Context: an optimization exercise on an open-source flow, tuned for small area and a short achievable clock period. The choices shown serve that exercise and are no tape-out recipe. Power is estimated from default activity; no workload was simulated. No driver is modelled on the clock port, so clocking that relies on it looks cheaper here than on a real chip.

the previous run:
==> module fifo, before the edit <==
module fifo(
  input clk,
  input rst,
  input [7:0] buf_in,
  input wr_en,
  input rd_en,
  output reg [7:0] buf_out,
  output buf_empty,
  output reg buf_full,
  output [7:0] fifo_counter
);
  reg [5:0] wr_ptr;
  reg [7:0] rlo;
  reg [7:0] rhi;
  reg [6:0] count;
  reg not_empty;
  reg [7:0] mem_n [0:63];
  assign fifo_counter = {1'b0, count};
  assign buf_empty = ~not_empty;
  wire wa = wr_en & ~buf_full;
  wire ra = rd_en & not_empty;
  wire [7:0] wlo_n;
  wire [7:0] whi;
  fifo_dec3n u_wlo (.a(wr_ptr[2:0]), .y_n(wlo_n));
  fifo_dec3 u_whi (.a(wr_ptr[5:3]), .y(whi));
  wire [7:0] whi_n;
  wire [63:0] we;
  wire [63:0] rs_n;
  genvar g, b;
  generate
    for (g = 0; g < 8; g = g + 1) begin : gwhi
      fifo_nand3b u (.a_n(buf_full), .b(wr_en), .c(whi[g]), .y(whi_n[g]));
    end
    for (g = 0; g < 64; g = g + 1) begin : gdec
      fifo_nor2 u_we (.a(wlo_n[g % 8]), .b(whi_n[g / 8]), .y(we[g]));
      fifo_nand2 u_rs (.a(rlo[g % 8]), .b(rhi[g / 8]), .y(rs_n[g]));
    end
  endgenerate
  wire [7:0] rdata;
  generate
    for (b = 0; b < 8; b = b + 1) begin : gbit
      wire [63:0] col_n;
      for (g = 0; g < 64; g = g + 1) begin : gcol
        assign col_n[g] = mem_n[g][b];
      end
      fifo_sel64 u_sel (.s_n(rs_n), .d_n(col_n), .y(rdata[b]));
    end
  endgenerate
  wire [7:0] buf_in_n = ~buf_in;
  generate
    for (g = 0; g < 64; g = g + 1) begin : gmem
      always @(posedge clk)
        if (we[g])
          mem_n[g] <= buf_in_n;
    end
  endgenerate
  wire up = wa & ~ra;
  wire dn = ra & ~wa;
  wire [6:0] cnt_inc = count + 7'd1;
  wire [6:0] cnt_dec = count - 7'd1;
  wire [6:0] count_next;
  generate
    for (g = 0; g < 7; g = g + 1) begin : gcnt
      fifo_mux4 u (.a(count[g]), .b(cnt_dec[g]), .c(cnt_inc[g]), .d(cnt_inc[g]),
                   .s0(dn), .s1(up), .y(count_next[g]));
    end
  endgenerate
  always @(posedge clk or posedge rst) begin
    if (rst) begin
      wr_ptr <= 6'd0;
      rlo <= 8'b00000001;
      rhi <= 8'b00000001;
      count <= 7'd0;
      buf_out <= 8'd0;
      not_empty <= 1'b0;
      buf_full <= 1'b0;
    end else begin
      if (wa) wr_ptr <= wr_ptr + 6'd1;
      if (ra) begin
        rlo <= {rlo[6:0], rlo[7]};
        if (rlo[7]) rhi <= {rhi[6:0], rhi[7]};
        buf_out <= rdata;
      end
      count <= count_next;
      not_empty <= wr_en | (not_empty & (~rd_en | (count != 7'd1)));
      buf_full <= ~rd_en & (buf_full | (wr_en & (count == 7'd63)));
    end
  end
endmodule
==> module fifo_dec3n, before the edit <==
module fifo_dec3n(input [2:0] a, output [7:0] y_n);
  assign y_n = ~(8'b1 << a);
endmodule
==> module fifo_dec3, before the edit <==
module fifo_dec3(input [2:0] a, output [7:0] y);
  assign y = 8'b1 << a;
endmodule
clock: 4.0 ns
lec_check: 0
cap_margin: 20
core_margin: 2
core_utilization: 70
cts_cluster_diameter: 80
cts_cluster_size: 30
setup_slack_margin: 2.1
slew_margin: 20
synth_hierarchical: 1
synth_minimum_keep_size: 0
standard.sh (not shown) runs the stock make flow with config.mk's settings and CLKGATE_MAP_FILE= SYNTH_SCRIPT=/design/flow/synth_recipe.tcl, a recipe that flattens the netlist after the stock synthesis.
==> flow/flow/run.sh <==
#!/bin/bash
# Standard ORFS layout with three changes to how it is made:
#  - ports are buffered with buf_2 cells instead of the slow delay-cell default
#  - CTS clusters 30 sinks within 80 um and inserts no dummy loads
# Every tool's output goes to a log file of its own in this folder.
set -euo pipefail
export BUFFER_PORTS_ARGS="-buffer_cell sky130_fd_sc_hd__buf_2"
export CTS_ARGS="-sink_clustering_enable -repair_clock_nets -sink_clustering_size 30 -sink_clustering_max_diameter 80 -dont_use_dummy_load"
bash standard.sh > standard.log 2>&1
### the previous run -> the current run
-- flow/design.v --
<<< the previous run, line 10
  output [7:0] fifo_counter
);
  reg [5:0] wr_ptr;
  reg [7:0] rlo;
  reg [7:0] rhi;
>>> the current run, line 10
  output [7:0] fifo_counter
);
  reg [7:0] wlo_n;
  reg [7:0] whi;
  reg [7:0] rlo;
  reg [7:0] rhi;
<<< the previous run, line 20
  wire wa = wr_en & ~buf_full;
  wire ra = rd_en & not_empty;
  wire [7:0] wlo_n;
  wire [7:0] whi;
  fifo_dec3n u_wlo (.a(wr_ptr[2:0]), .y_n(wlo_n));
  fifo_dec3 u_whi (.a(wr_ptr[5:3]), .y(whi));
  wire [7:0] whi_n;
  wire [63:0] we;
>>> the current run, line 21
  wire wa = wr_en & ~buf_full;
  wire ra = rd_en & not_empty;
  wire [7:0] whi_n;
  wire [63:0] we;
<<< the previous run, line 68
  always @(posedge clk or posedge rst) begin
    if (rst) begin
      wr_ptr <= 6'd0;
      rlo <= 8'b00000001;
      rhi <= 8'b00000001;
>>> the current run, line 65
  always @(posedge clk or posedge rst) begin
    if (rst) begin
      wlo_n <= 8'b11111110;
      whi <= 8'b00000001;
      rlo <= 8'b00000001;
      rhi <= 8'b00000001;
<<< the previous run, line 76
      buf_full <= 1'b0;
    end else begin
      if (wa) wr_ptr <= wr_ptr + 6'd1;
      if (ra) begin
        rlo <= {rlo[6:0], rlo[7]};
>>> the current run, line 74
      buf_full <= 1'b0;
    end else begin
      if (wa) begin
        wlo_n <= {wlo_n[6:0], wlo_n[7]};
        if (!wlo_n[7]) whi <= {whi[6:0], whi[7]};
      end
      if (ra) begin
        rlo <= {rlo[6:0], rlo[7]};
<<< the previous run, line 128
  assign y = ~(a | b);
endmodule
module fifo_dec3n(input [2:0] a, output [7:0] y_n);
  assign y_n = ~(8'b1 << a);
endmodule
module fifo_dec3(input [2:0] a, output [7:0] y);
  assign y = 8'b1 << a;
endmodule
module fifo_mux4(input a, input b, input c, input d, input s0, input s1, output y);
  assign y = s1 ? (s0 ? d : c) : (s0 ? b : a);
>>> the current run, line 129
  assign y = ~(a | b);
endmodule
module fifo_mux4(input a, input b, input c, input d, input s0, input s1, output y);
  assign y = s1 ? (s0 ? d : c) : (s0 ? b : a);
==> run summary <==
The current run ended with every stage complete and zero timing, DRC or antenna violations. Compared to the previous run, the routing of the current run uses less wire. Diff the previous run -> the current run: part of the power in the clock network has increased; layout cell share with drive strength beyond 1 shows an increase of 0.44 points; synthesized cell count held steady. Final-layout clock buffer total: the previous run vs the current run identical. Number of global-route vias before repair was lower in the current run than in the previous run. On combinational power share: the current run sits below the previous run. The die used by the current run is larger than the one used by the previous run. Between the current run and the previous run, the standard cell area after detailed placement is lower for the previous run. [the current run] global-route track usage on met2 fell 1.9 points relative to the previous run. Compare the current run and the previous run | detailed router's first-iteration violation count lower: the current run.
No functional check of the RTL was part of any run of this note.

## afterwards: timing with drivers on the ports
In the flow no input, the clock included, has a driving cell. The finished layouts below were timed again as built, in two steps.
Step 1, drivers: a clkbuf_16 drives clk and a buf_2 each remaining input, both assumed.
Step 2 adds t to the input delays and takes it off the output delays; t is the mean of the earliest and latest rising clock arrival at the registers after step 1. Input paths then give back, and output paths get back, about the clock's delay inside the block.
Slacks: no drivers / after step 1 / after step 2; pairs: no drivers / after step 1.
run	shift t [ns]	setup slack, ns	worst hold slack (ns)	worst slew at a driven data input, ns
the previous run	0.591	1.977 / 1.976 / 1.613	0.349 / 0.313 / 0.548	0.04
the current run	0.608	1.924 / 1.870 / 1.498	0.199 / 0.167 / 0.551	0.03
After both steps setup and hold are still met in every run listed. For the current run, which loses most, drivers alone change the setup slack by -0.054 ns; drivers and shift together by -0.426 ns.
